Background: an optimization exercise with open tools, aiming at small area and a short achievable clock period. Do not read the settings as production practice. Function was checked by simulation only, so behaviour that the tests miss may differ from the original.

[design/flow/run.sh]
#!/bin/bash
# synth_recipe.tcl (not shown) runs the flow's synth.tcl, then flattens the netlist and writes it again
# the make line also repeats each setting of config.mk as NAME=value (left out here)
make -C /OpenROAD-flow-scripts/flow DESIGN_CONFIG=/design/flow/config.mk WORK_HOME=/design/flow/orfs CLKGATE_MAP_FILE= SYNTH_SCRIPT=/design/flow/synth_recipe.tcl finish
[design/flow/config.mk]
export PLATFORM = sky130hd
export DESIGN_NAME = vectoring_cordic
export DESIGN_NICKNAME = vectoring_cordic
export VERILOG_FILES = /design/flow/design.v
export SDC_FILE = /design/flow/constraint.sdc
export NUM_CORES = 4
export LEC_CHECK = 0
export CAP_MARGIN = 20
export CORE_MARGIN = 2
export CORE_UTILIZATION = 40
export SLEW_MARGIN = 20
[design/flow/constraint.sdc]
create_clock -name core_clock -period 4.0 [get_ports {clk}]
set_input_delay 0.8000 -clock core_clock [delete_from_list [all_inputs] [get_ports {clk}]]
set_output_delay 0.8000 -clock core_clock [all_outputs]
set_load 0.01 [all_outputs]
[design/flow/design.v]
`timescale 1ns / 1ps
module vectoring_cordic (clk, reset, X_i, Y_i, Z_i, X_O, Y_O, Z_O);
  input clk;
  input reset;
  input  signed [15:0] X_i;
  input  signed [15:0] Y_i;
  input  signed [15:0] Z_i;
  output signed [15:0] X_O;
  output signed [15:0] Y_O;
  output signed [15:0] Z_O;
wire signed [15:0] as_O_asx_w_st1, as_O_asy_w_st1, as_O_asz_w_st1, X_w_st1_st2, Y_w_st1_st2, Z_w_st1_st2;
wire signed [15:0] X_new, Y_new, Z_new;
mux_2to1 mux_x_st1(.in0(X_i), .in1(-X_i), .sel(X_i[15]), .out(X_new));
mux_2to1 mux_y_st1(.in0(Y_i), .in1(-Y_i), .sel(X_i[15]), .out(Y_new));
mux_2to1 mux_z_st1(.in0(Z_i), .in1(Z_i+16'h8000), .sel(X_i[15]), .out(Z_new));
add_sub asx_st1(.as_in1(X_new), .as_in2(Y_new), .as_control(Y_new[15]), .as_out(as_O_asx_w_st1));
reg16b  reg16bxout_st1(.reg_in(as_O_asx_w_st1), .reg_out(X_w_st1_st2), .clk(clk), .reset(reset));
add_sub asy_st1(.as_in1(Y_new), .as_in2(X_new), .as_control(~Y_new[15]), .as_out(as_O_asy_w_st1));
reg16b  reg16byout_st1(.reg_in(as_O_asy_w_st1), .reg_out(Y_w_st1_st2), .clk(clk), .reset(reset));
add_sub asz_st1(.as_in1(Z_new), .as_in2(16'h2000), .as_control(Y_new[15]), .as_out(as_O_asz_w_st1));
reg16b  reg16bzout_st1(.reg_in(as_O_asz_w_st1), .reg_out(Z_w_st1_st2), .clk(clk), .reset(reset));
wire signed [15:0] as_O_asx_w_st2, as_O_asy_w_st2, as_O_asz_w_st2, X_w_st2_st3, Y_w_st2_st3, Z_w_st2_st3;
add_sub asx_st2(.as_in1(X_w_st1_st2), .as_in2(Y_w_st1_st2 >>> 1), .as_control(Y_w_st1_st2[15]), .as_out(as_O_asx_w_st2));
reg16b  reg16bxout_st2(.reg_in(as_O_asx_w_st2), .reg_out(X_w_st2_st3), .clk(clk), .reset(reset));
add_sub asy_st2(.as_in1(Y_w_st1_st2), .as_in2(X_w_st1_st2 >>> 1), .as_control(~Y_w_st1_st2[15]), .as_out(as_O_asy_w_st2));
reg16b  reg16byout_st2(.reg_in(as_O_asy_w_st2), .reg_out(Y_w_st2_st3), .clk(clk), .reset(reset));
add_sub asz_st2(.as_in1(Z_w_st1_st2), .as_in2(16'h12E4), .as_control(Y_w_st1_st2[15]), .as_out(as_O_asz_w_st2));
reg16b  reg16bzout_st2(.reg_in(as_O_asz_w_st2), .reg_out(Z_w_st2_st3), .clk(clk), .reset(reset));
wire signed [15:0] as_O_asx_w_st3, as_O_asy_w_st3, as_O_asz_w_st3, X_w_st3_st4, Y_w_st3_st4, Z_w_st3_st4;
add_sub asx_st3(.as_in1(X_w_st2_st3), .as_in2(Y_w_st2_st3 >>> 2), .as_control(Y_w_st2_st3[15]), .as_out(as_O_asx_w_st3));
reg16b  reg16bxout_st3(.reg_in(as_O_asx_w_st3), .reg_out(X_w_st3_st4), .clk(clk), .reset(reset));
add_sub asy_st3(.as_in1(Y_w_st2_st3), .as_in2(X_w_st2_st3 >>> 2), .as_control(~Y_w_st2_st3[15]), .as_out(as_O_asy_w_st3));
reg16b  reg16byout_st3(.reg_in(as_O_asy_w_st3), .reg_out(Y_w_st3_st4), .clk(clk), .reset(reset));
add_sub asz_st3(.as_in1(Z_w_st2_st3), .as_in2(16'h09FB), .as_control(Y_w_st2_st3[15]), .as_out(as_O_asz_w_st3));
reg16b  reg16bzout_st3(.reg_in(as_O_asz_w_st3), .reg_out(Z_w_st3_st4), .clk(clk), .reset(reset));
wire signed [15:0] as_O_asx_w_st4, as_O_asy_w_st4, as_O_asz_w_st4, X_w_st4_st5, Y_w_st4_st5, Z_w_st4_st5;
add_sub asx_st4(.as_in1(X_w_st3_st4), .as_in2(Y_w_st3_st4 >>> 3), .as_control(Y_w_st3_st4[15]), .as_out(as_O_asx_w_st4));
reg16b  reg16bxout_st4(.reg_in(as_O_asx_w_st4), .reg_out(X_w_st4_st5), .clk(clk), .reset(reset));
add_sub asy_st4(.as_in1(Y_w_st3_st4), .as_in2(X_w_st3_st4 >>> 3), .as_control(~Y_w_st3_st4[15]), .as_out(as_O_asy_w_st4));
reg16b  reg16byout_st4(.reg_in(as_O_asy_w_st4), .reg_out(Y_w_st4_st5), .clk(clk), .reset(reset));
add_sub asz_st4(.as_in1(Z_w_st3_st4), .as_in2(16'h0511), .as_control(Y_w_st3_st4[15]), .as_out(as_O_asz_w_st4));
reg16b  reg16bzout_st4(.reg_in(as_O_asz_w_st4), .reg_out(Z_w_st4_st5), .clk(clk), .reset(reset));
wire signed [15:0] as_O_asx_w_st5, as_O_asy_w_st5, as_O_asz_w_st5, X_w_st5_st6, Y_w_st5_st6, Z_w_st5_st6;
add_sub asx_st5(.as_in1(X_w_st4_st5), .as_in2(Y_w_st4_st5 >>> 4), .as_control(Y_w_st4_st5[15]), .as_out(as_O_asx_w_st5));
reg16b  reg16bxout_st5(.reg_in(as_O_asx_w_st5), .reg_out(X_w_st5_st6), .clk(clk), .reset(reset));
add_sub asy_st5(.as_in1(Y_w_st4_st5), .as_in2(X_w_st4_st5 >>> 4), .as_control(~Y_w_st4_st5[15]), .as_out(as_O_asy_w_st5));
reg16b  reg16byout_st5(.reg_in(as_O_asy_w_st5), .reg_out(Y_w_st5_st6), .clk(clk), .reset(reset));
add_sub asz_st5(.as_in1(Z_w_st4_st5), .as_in2(16'h028B), .as_control(Y_w_st4_st5[15]), .as_out(as_O_asz_w_st5));
reg16b  reg16bzout_st5(.reg_in(as_O_asz_w_st5), .reg_out(Z_w_st5_st6), .clk(clk), .reset(reset));
wire signed [15:0] as_O_asx_w_st6, as_O_asy_w_st6, as_O_asz_w_st6, X_w_st6_st7, Y_w_st6_st7, Z_w_st6_st7;
add_sub asx_st6(.as_in1(X_w_st5_st6), .as_in2(Y_w_st5_st6 >>> 5), .as_control(Y_w_st5_st6[15]), .as_out(as_O_asx_w_st6));
reg16b  reg16bxout_st6(.reg_in(as_O_asx_w_st6), .reg_out(X_w_st6_st7), .clk(clk), .reset(reset));
add_sub asy_st6(.as_in1(Y_w_st5_st6), .as_in2(X_w_st5_st6 >>> 5), .as_control(~Y_w_st5_st6[15]), .as_out(as_O_asy_w_st6));
reg16b  reg16byout_st6(.reg_in(as_O_asy_w_st6), .reg_out(Y_w_st6_st7), .clk(clk), .reset(reset));
add_sub asz_st6(.as_in1(Z_w_st5_st6), .as_in2(16'h0146), .as_control(Y_w_st5_st6[15]), .as_out(as_O_asz_w_st6));
reg16b  reg16bzout_st6(.reg_in(as_O_asz_w_st6), .reg_out(Z_w_st6_st7), .clk(clk), .reset(reset));
wire signed [15:0] as_O_asx_w_st7, as_O_asy_w_st7, as_O_asz_w_st7, X_w_st7_st8, Y_w_st7_st8, Z_w_st7_st8;
add_sub asx_st7(.as_in1(X_w_st6_st7), .as_in2(Y_w_st6_st7 >>> 6), .as_control(Y_w_st6_st7[15]), .as_out(as_O_asx_w_st7));
reg16b  reg16bxout_st7(.reg_in(as_O_asx_w_st7), .reg_out(X_w_st7_st8), .clk(clk), .reset(reset));
add_sub asy_st7(.as_in1(Y_w_st6_st7), .as_in2(X_w_st6_st7 >>> 6), .as_control(~Y_w_st6_st7[15]), .as_out(as_O_asy_w_st7));
reg16b  reg16byout_st7(.reg_in(as_O_asy_w_st7), .reg_out(Y_w_st7_st8), .clk(clk), .reset(reset));
add_sub asz_st7(.as_in1(Z_w_st6_st7), .as_in2(16'h00A3), .as_control(Y_w_st6_st7[15]), .as_out(as_O_asz_w_st7));
reg16b  reg16bzout_st7(.reg_in(as_O_asz_w_st7), .reg_out(Z_w_st7_st8), .clk(clk), .reset(reset));
wire signed [15:0] as_O_asx_w_st8, as_O_asy_w_st8, as_O_asz_w_st8, X_w_st8_st9, Y_w_st8_st9, Z_w_st8_st9;
add_sub asx_st8(.as_in1(X_w_st7_st8), .as_in2(Y_w_st7_st8 >>> 7), .as_control(Y_w_st7_st8[15]), .as_out(as_O_asx_w_st8));
reg16b  reg16bxout_st8(.reg_in(as_O_asx_w_st8), .reg_out(X_w_st8_st9), .clk(clk), .reset(reset));
add_sub asy_st8(.as_in1(Y_w_st7_st8), .as_in2(X_w_st7_st8 >>> 7), .as_control(~Y_w_st7_st8[15]), .as_out(as_O_asy_w_st8));
reg16b  reg16byout_st8(.reg_in(as_O_asy_w_st8), .reg_out(Y_w_st8_st9), .clk(clk), .reset(reset));
add_sub asz_st8(.as_in1(Z_w_st7_st8), .as_in2(16'h0051), .as_control(Y_w_st7_st8[15]), .as_out(as_O_asz_w_st8));
reg16b  reg16bzout_st8(.reg_in(as_O_asz_w_st8), .reg_out(Z_w_st8_st9), .clk(clk), .reset(reset));
wire signed [15:0] as_O_asx_w_st9, as_O_asy_w_st9, as_O_asz_w_st9, X_w_st9_st10, Y_w_st9_st10, Z_w_st9_st10;
add_sub asx_st9(.as_in1(X_w_st8_st9), .as_in2(Y_w_st8_st9 >>> 8), .as_control(Y_w_st8_st9[15]), .as_out(as_O_asx_w_st9));
reg16b  reg16bxout_st9(.reg_in(as_O_asx_w_st9), .reg_out(X_w_st9_st10), .clk(clk), .reset(reset));
add_sub asy_st9(.as_in1(Y_w_st8_st9), .as_in2(X_w_st8_st9 >>> 8), .as_control(~Y_w_st8_st9[15]), .as_out(as_O_asy_w_st9));
reg16b  reg16byout_st9(.reg_in(as_O_asy_w_st9), .reg_out(Y_w_st9_st10), .clk(clk), .reset(reset));
add_sub asz_st9(.as_in1(Z_w_st8_st9), .as_in2(16'h0029), .as_control(Y_w_st8_st9[15]), .as_out(as_O_asz_w_st9));
reg16b  reg16bzout_st9(.reg_in(as_O_asz_w_st9), .reg_out(Z_w_st9_st10), .clk(clk), .reset(reset));
wire signed [15:0] as_O_asx_w_st10, as_O_asy_w_st10, as_O_asz_w_st10, X_w_st10_st11, Y_w_st10_st11, Z_w_st10_st11;
add_sub asx_st10(.as_in1(X_w_st9_st10), .as_in2(Y_w_st9_st10 >>> 9), .as_control(Y_w_st9_st10[15]), .as_out(as_O_asx_w_st10));
reg16b  reg16bxout_st10(.reg_in(as_O_asx_w_st10), .reg_out(X_w_st10_st11), .clk(clk), .reset(reset));
add_sub asy_st10(.as_in1(Y_w_st9_st10), .as_in2(X_w_st9_st10 >>> 9), .as_control(~Y_w_st9_st10[15]), .as_out(as_O_asy_w_st10));
reg16b  reg16byout_st10(.reg_in(as_O_asy_w_st10), .reg_out(Y_w_st10_st11), .clk(clk), .reset(reset));
add_sub asz_st10(.as_in1(Z_w_st9_st10), .as_in2(16'h0014), .as_control(Y_w_st9_st10[15]), .as_out(as_O_asz_w_st10));
reg16b  reg16bzout_st10(.reg_in(as_O_asz_w_st10), .reg_out(Z_w_st10_st11), .clk(clk), .reset(reset));
wire signed [15:0] as_O_asx_w_st11, as_O_asy_w_st11, as_O_asz_w_st11, X_w_st11_st12, Y_w_st11_st12, Z_w_st11_st12;
add_sub asx_st11(.as_in1(X_w_st10_st11), .as_in2(Y_w_st10_st11 >>> 10), .as_control(Y_w_st10_st11[15]), .as_out(as_O_asx_w_st11));
reg16b  reg16bxout_st11(.reg_in(as_O_asx_w_st11), .reg_out(X_w_st11_st12), .clk(clk), .reset(reset));
add_sub asy_st11(.as_in1(Y_w_st10_st11), .as_in2(X_w_st10_st11 >>> 10), .as_control(~Y_w_st10_st11[15]), .as_out(as_O_asy_w_st11));
reg16b  reg16byout_st11(.reg_in(as_O_asy_w_st11), .reg_out(Y_w_st11_st12), .clk(clk), .reset(reset));
add_sub asz_st11(.as_in1(Z_w_st10_st11), .as_in2(16'h000A), .as_control(Y_w_st10_st11[15]), .as_out(as_O_asz_w_st11));
reg16b  reg16bzout_st11(.reg_in(as_O_asz_w_st11), .reg_out(Z_w_st11_st12), .clk(clk), .reset(reset));
wire signed [15:0] as_O_asx_w_st12, as_O_asy_w_st12, as_O_asz_w_st12, X_w_st12_st13, Y_w_st12_st13, Z_w_st12_st13;
add_sub asx_st12(.as_in1(X_w_st11_st12), .as_in2(Y_w_st11_st12 >>> 11), .as_control(Y_w_st11_st12[15]), .as_out(as_O_asx_w_st12));
reg16b  reg16bxout_st12(.reg_in(as_O_asx_w_st12), .reg_out(X_w_st12_st13), .clk(clk), .reset(reset));
add_sub asy_st12(.as_in1(Y_w_st11_st12), .as_in2(X_w_st11_st12 >>> 11), .as_control(~Y_w_st11_st12[15]), .as_out(as_O_asy_w_st12));
reg16b  reg16byout_st12(.reg_in(as_O_asy_w_st12), .reg_out(Y_w_st12_st13), .clk(clk), .reset(reset));
add_sub asz_st12(.as_in1(Z_w_st11_st12), .as_in2(16'h0005), .as_control(Y_w_st11_st12[15]), .as_out(as_O_asz_w_st12));
reg16b  reg16bzout_st12(.reg_in(as_O_asz_w_st12), .reg_out(Z_w_st12_st13), .clk(clk), .reset(reset));
wire signed [15:0] as_O_asx_w_st13, as_O_asy_w_st13, as_O_asz_w_st13, X_w_st13_st14, Y_w_st13_st14, Z_w_st13_st14;
add_sub asx_st13(.as_in1(X_w_st12_st13), .as_in2(Y_w_st12_st13 >>> 12), .as_control(Y_w_st12_st13[15]), .as_out(as_O_asx_w_st13));
reg16b  reg16bxout_st13(.reg_in(as_O_asx_w_st13), .reg_out(X_w_st13_st14), .clk(clk), .reset(reset));
add_sub asy_st13(.as_in1(Y_w_st12_st13), .as_in2(X_w_st12_st13 >>> 12), .as_control(~Y_w_st12_st13[15]), .as_out(as_O_asy_w_st13));
reg16b  reg16byout_st13(.reg_in(as_O_asy_w_st13), .reg_out(Y_w_st13_st14), .clk(clk), .reset(reset));
add_sub asz_st13(.as_in1(Z_w_st12_st13), .as_in2(16'h0003), .as_control(Y_w_st12_st13[15]), .as_out(as_O_asz_w_st13));
reg16b  reg16bzout_st13(.reg_in(as_O_asz_w_st13), .reg_out(Z_w_st13_st14), .clk(clk), .reset(reset));
wire signed [15:0] as_O_asx_w_st14, as_O_asy_w_st14, as_O_asz_w_st14, X_w_st14_st15, Y_w_st14_st15, Z_w_st14_st15;
add_sub asx_st14(.as_in1(X_w_st13_st14), .as_in2(Y_w_st13_st14 >>> 13), .as_control(Y_w_st13_st14[15]), .as_out(as_O_asx_w_st14));
reg16b  reg16bxout_st14(.reg_in(as_O_asx_w_st14), .reg_out(X_w_st14_st15), .clk(clk), .reset(reset));
add_sub asy_st14(.as_in1(Y_w_st13_st14), .as_in2(X_w_st13_st14 >>> 13), .as_control(~Y_w_st13_st14[15]), .as_out(as_O_asy_w_st14));
reg16b  reg16byout_st14(.reg_in(as_O_asy_w_st14), .reg_out(Y_w_st14_st15), .clk(clk), .reset(reset));
add_sub asz_st14(.as_in1(Z_w_st13_st14), .as_in2(16'h0001), .as_control(Y_w_st13_st14[15]), .as_out(as_O_asz_w_st14));
reg16b  reg16bzout_st14(.reg_in(as_O_asz_w_st14), .reg_out(Z_w_st14_st15), .clk(clk), .reset(reset));
wire signed [15:0] as_O_asx_w_st15, as_O_asy_w_st15, as_O_asz_w_st15, X_w_st15_st16, Y_w_st15_st16, Z_w_st15_st16;
add_sub asx_st15(.as_in1(X_w_st14_st15), .as_in2(Y_w_st14_st15 >>> 14), .as_control(Y_w_st14_st15[15]), .as_out(as_O_asx_w_st15));
reg16b  reg16bxout_st15(.reg_in(as_O_asx_w_st15), .reg_out(X_w_st15_st16), .clk(clk), .reset(reset));
add_sub asy_st15(.as_in1(Y_w_st14_st15), .as_in2(X_w_st14_st15 >>> 14), .as_control(~Y_w_st14_st15[15]), .as_out(as_O_asy_w_st15));
reg16b  reg16byout_st15(.reg_in(as_O_asy_w_st15), .reg_out(Y_w_st15_st16), .clk(clk), .reset(reset));
add_sub asz_st15(.as_in1(Z_w_st14_st15), .as_in2(16'h0001), .as_control(Y_w_st14_st15[15]), .as_out(as_O_asz_w_st15));
reg16b  reg16bzout_st15(.reg_in(as_O_asz_w_st15), .reg_out(Z_w_st15_st16), .clk(clk), .reset(reset));
wire signed [15:0] as_O_asx_w_st16, as_O_asy_w_st16, as_O_asz_w_st16, X_w_st16_st17, Y_w_st16_st17, Z_w_st16_st17;
add_sub asx_st16(.as_in1(X_w_st15_st16), .as_in2(Y_w_st15_st16 >>> 15), .as_control(Y_w_st15_st16[15]), .as_out(as_O_asx_w_st16));
reg16b  reg16bxout_st16(.reg_in(as_O_asx_w_st16), .reg_out(X_O), .clk(clk), .reset(reset));
add_sub asy_st16(.as_in1(Y_w_st15_st16), .as_in2(X_w_st15_st16 >>> 15), .as_control(~Y_w_st15_st16[15]), .as_out(as_O_asy_w_st16));
reg16b  reg16byout_st16(.reg_in(as_O_asy_w_st16), .reg_out(Y_O), .clk(clk), .reset(reset));
add_sub asz_st16(.as_in1(Z_w_st15_st16), .as_in2(16'h0000), .as_control(Y_w_st15_st16[15]), .as_out(as_O_asz_w_st16));
reg16b  reg16bzout_st16(.reg_in(as_O_asz_w_st16), .reg_out(Z_O), .clk(clk), .reset(reset));
endmodule
module reg16b(reg_in, reg_out, clk, reset);
input clk, reset;
input signed [15:0] reg_in;
output reg signed [15:0] reg_out;
always @(posedge clk)
begin
    if (reset)
      reg_out <= 16'sd0;
    else
      reg_out <= reg_in;     
end
endmodule  
module add_sub(as_in1, as_in2,as_control, as_out);
input signed [15:0] as_in1, as_in2;
input as_control;
output reg signed [15:0] as_out;
always @(*)
begin
  if (as_control)
    as_out = as_in1 - as_in2;
  else
    as_out = as_in1 + as_in2;
end
endmodule
module mux_2to1(in0, in1, sel, out);
input signed [15:0] in0, in1;
input sel;
output reg signed [15:0] out;
always @(*)
begin
    if(sel)
        out = in1;
    else
        out = in0;
end
endmodule
module dff(in, out, clk, reset);
input in, clk, reset;
output reg out;
always @(posedge clk)
    begin
        if(reset)
            out <= 0;
        else
            out <= in;
    end
endmodule
==> run summary <==
clk sinks 767; I/O Buffers 97; Period minus WS final 3.88 ns; endpoints failing hold 0; Max-slew headroom 43.7%; Hold Crit Class flip-flop to flip-flop; later-pin clock latency in the skew report 0.71 ns; Post-Syn Area per Cell 8.35 µm²; Starting Density 40.4%; crit path launch type primary input; CTS H-Tree Depth 3; Core ar. 136000 µm²; first-pass GRT wire length 231000 µm; Synth area leader dfxtp_1; CTS buffer count 90; crit path kind primary input to flip-flop; Critical Path End Type flip-flop; P&R area growth vs syn 14.3%; DRT iter0 DRCs 2727; Die Y 374 µm; TritonRoute pass-1 iters 7; Clk Tree Root Cell clkbuf_16; global-route usage over all layers 19.9%; Post-Syn Instances 6573; Critical-path top delay cell or4_4; Critical Path Start Y_i[4]; hold path startpoint reg16bzout_st15.reg_out[13]$_SDFF_PP0_; post-synthesis sequential area ratio 28.0%; crit-path max FO 3; Slew @ Worst Pin 0.833 ns; most common cell after layout, fill and taps aside nor2_1; Max Buffers Root-to-Sink 3; pin count of the biggest net entering global routing 126; R2R Setup Slk 0.29 ns; DP Area 59300 µm²; CP Capture Point reg16byout_st1.reg_out[14]$_SDFF_PP0_; R2R Path Start reg16bxout_st12.reg_out[12]$_SDFF_PP0_; Critical Path RT 4.60 ns; die width 374 µm; final antenna-violating net count 0; most frequent cells in the layout nor2_1 (978), dfxtp_1 (767), ha_1 (724); Critical Path AT 4.49 ns; dpl hpwl 111000 µm; Period Utilization, post-route 97.1%; CTS Hold Bufs 0; max_cap viols 0; #FFs+latches synth 767; Final setup viols 0; wire per inst 16.3 µm; outcome timing/DRC/antenna clean; die area 140000 µm²; Vias/cell 5.32; FMAX 257 MHz; Post-route DRC 0; top cells by area, synth dfxtp_1 (28%), ha_1 (17%), nor2_1 (6.7%), xnor2_1 (6.7%), xor2_1 (5.1%); Synth Flop Type dfxtp_1; vias 46300; Worst R2R End reg16byout_st13.reg_out[14]$_SDFF_PP0_; Synth Warn # 3; r2r worst-path depth 12; antenna violations before repair 6; CP Cell Sequence clkdlybuf4s50_1 > or4_4 > or2_4 > or3_4 > o31a_1 > xnor2_2 > buf_4 > inv_1 > ha_1 > o21bai_1 > a221oi_2 > o31ai_1 > xor2_1 > a211oi_1; nets 7668; post-route cell area 62800 µm²; vias in the first global route 44500; Async S/R FF share, synth 0%; CTS tree done; fillcell total 13500; Ports 98; Max Clock Skew 0.0359 ns; GP Congestion 0.917; # rows 135; syn_nets 7401; Unique masters post-synth 77; Yosys top cell area share 28.0%; Post-synth EDFFs 0; largest stage delay on the critical path 0.56 ns; CTS clk-pin slew, worst paths 0.06 ns; Pins Over Slew Limit 0; gr ovfl total 0; drt total wl 142000 µm; ratio of cells with drive above 1 in the final layout 6.84%; synthesized cell area 54900 µm²; WHS 0.437 ns
[Yosys cell counts (19+ instances only)]
library cell,n
a2111oi_0,33
a211oi_1,40
a21boi_0,41
a21o_1,233
a21oi_1,499
a221oi_1,24
a31oi_1,68
and2_1,33
and3_1,52
clkbuf_1,129
dfxtp_1,767
fa_1,48
ha_1,730
inv_1,344
mux2_2,36
mux2i_1,40
nand2_1,228
nand2b_1,96
nand3_1,65
nand4_1,34
nor2_1,978
nor2b_1,197
nor3_1,214
nor4_1,36
o211ai_1,29
o21a_1,90
o21ai_0,287
o21bai_1,77
o31a_1,27
o31ai_1,56
o41ai_1,19
or2_2,20
or3_1,67
xnor2_1,417
xor2_1,317
[cell families (layout without fill, tap and decap cells)]
logic type               Yosys count  in the layout  synth area share, %
multiplexers                      76             76                 1.47
buffers and inverters            498            836                 3.44
adder cells (fa/ha/maj)          778            778                 18.4
AND/OR/NAND/NOR                 2092           2092                 18.0
AO/OA/AOI/OAI                   1627           1627                 19.0
XOR/XNOR                         735            735                 11.7
flip-flops                       767            767                 28.0
other                              0              2                    0
[per-stage QoR]
stage               util [%]  setup TNS [ns]  worst slack [ns]  instances
global route            46.2        -0.00824          -0.00607       8692
CTS                     46.1               0            0.0527       8689
floorplan                  -               0          0.000549       6573
global placement        43.7           -7.47            -0.776       8526
finish                  46.2               0             0.116       8694
detailed placement      43.7           -7.63            -0.763       8526
[final cells by class]
type	count	area (µm²)	area share [%]
multi-input combinational	5308	37800	60.3
sequential	767	15400	24.5
timing repair buffer	325	2780	4.42
clock buffer	126	2620	4.17
tap	1781	2230	3.55
inverter	348	1310	2.08
clock inverter	37	654	1.04
antenna	2	5.00	0.00798
[critical path: cells and delay by family]
family / cells / cell delay, ns
xor+xnor: 2 / 0.44
fa+ha+maj: 1 / 0.22
buf+inv: 3 / 0.64
compound gates: 5 / 1.17
simple gates: 3 / 1.21
[worst min-delay path by stage]
stage	endpoint	slack, ns	cells after the start
after floorplan	reg16bzout_st2.reg_out[2]$_SDFF_PP0_	0.41	1
after global placement	reg16bzout_st16.reg_out[9]$_SDFF_PP0_	0.42	1
final	reg16bzout_st16.reg_out[13]$_SDFF_PP0_	0.44	1
after global routing	reg16bzout_st16.reg_out[6]$_SDFF_PP0_	0.45	1
after CTS	reg16bzout_st16.reg_out[13]$_SDFF_PP0_	0.44	1
after detailed placement	reg16bzout_st16.reg_out[13]$_SDFF_PP0_	0.43	1
[repair_timing]
| action | 4_1_cts | 5_1_grt |
|---|---|---|
| hold endpoints to repair | 0 | 0 |
| pin swaps | 0 | 8 |
| resized for setup | 2 | 28 |
| setup buffers | 0 | 3 |
| setup endpoints to repair | 2 | 10 |
[metal layers]
layer	GRT usage [%]	vias to the layer above	routed length, µm
met1	28.8	21600	72300
met2	31.4	830	61500
met3	2.03	160	5290
met4	4.91	0	2670
met5	0	-	0
li1	-	23700	-

-- port drivers added, routing unchanged --
Ports are ideal in the flow. The routed layout listed here was re-timed in OpenROAD.
Step 1: set_driving_cell puts a clkbuf_16 on clk and a buf_2 on each other input, an assumption about the parent block.
Step 2 also shifts input and output timing later by t, the mid clock arrival at the registers, as if the neighbouring blocks saw the same clock.
Slacks: ideal / step 1 / step 2; pairs: ideal / step 1.
t, ns: 0.762
slack for setup (ns): 0.116 / 0.173 / -0.590
worst hold slack (ns): 0.437 / 0.437 / 0.437
cell pins on the clock port's net: 1
With both steps, setup timing fails in this run, where it was met with ideal ports. For this run, drivers alone change the setup slack by +0.057 ns; drivers and shift together by -0.706 ns.
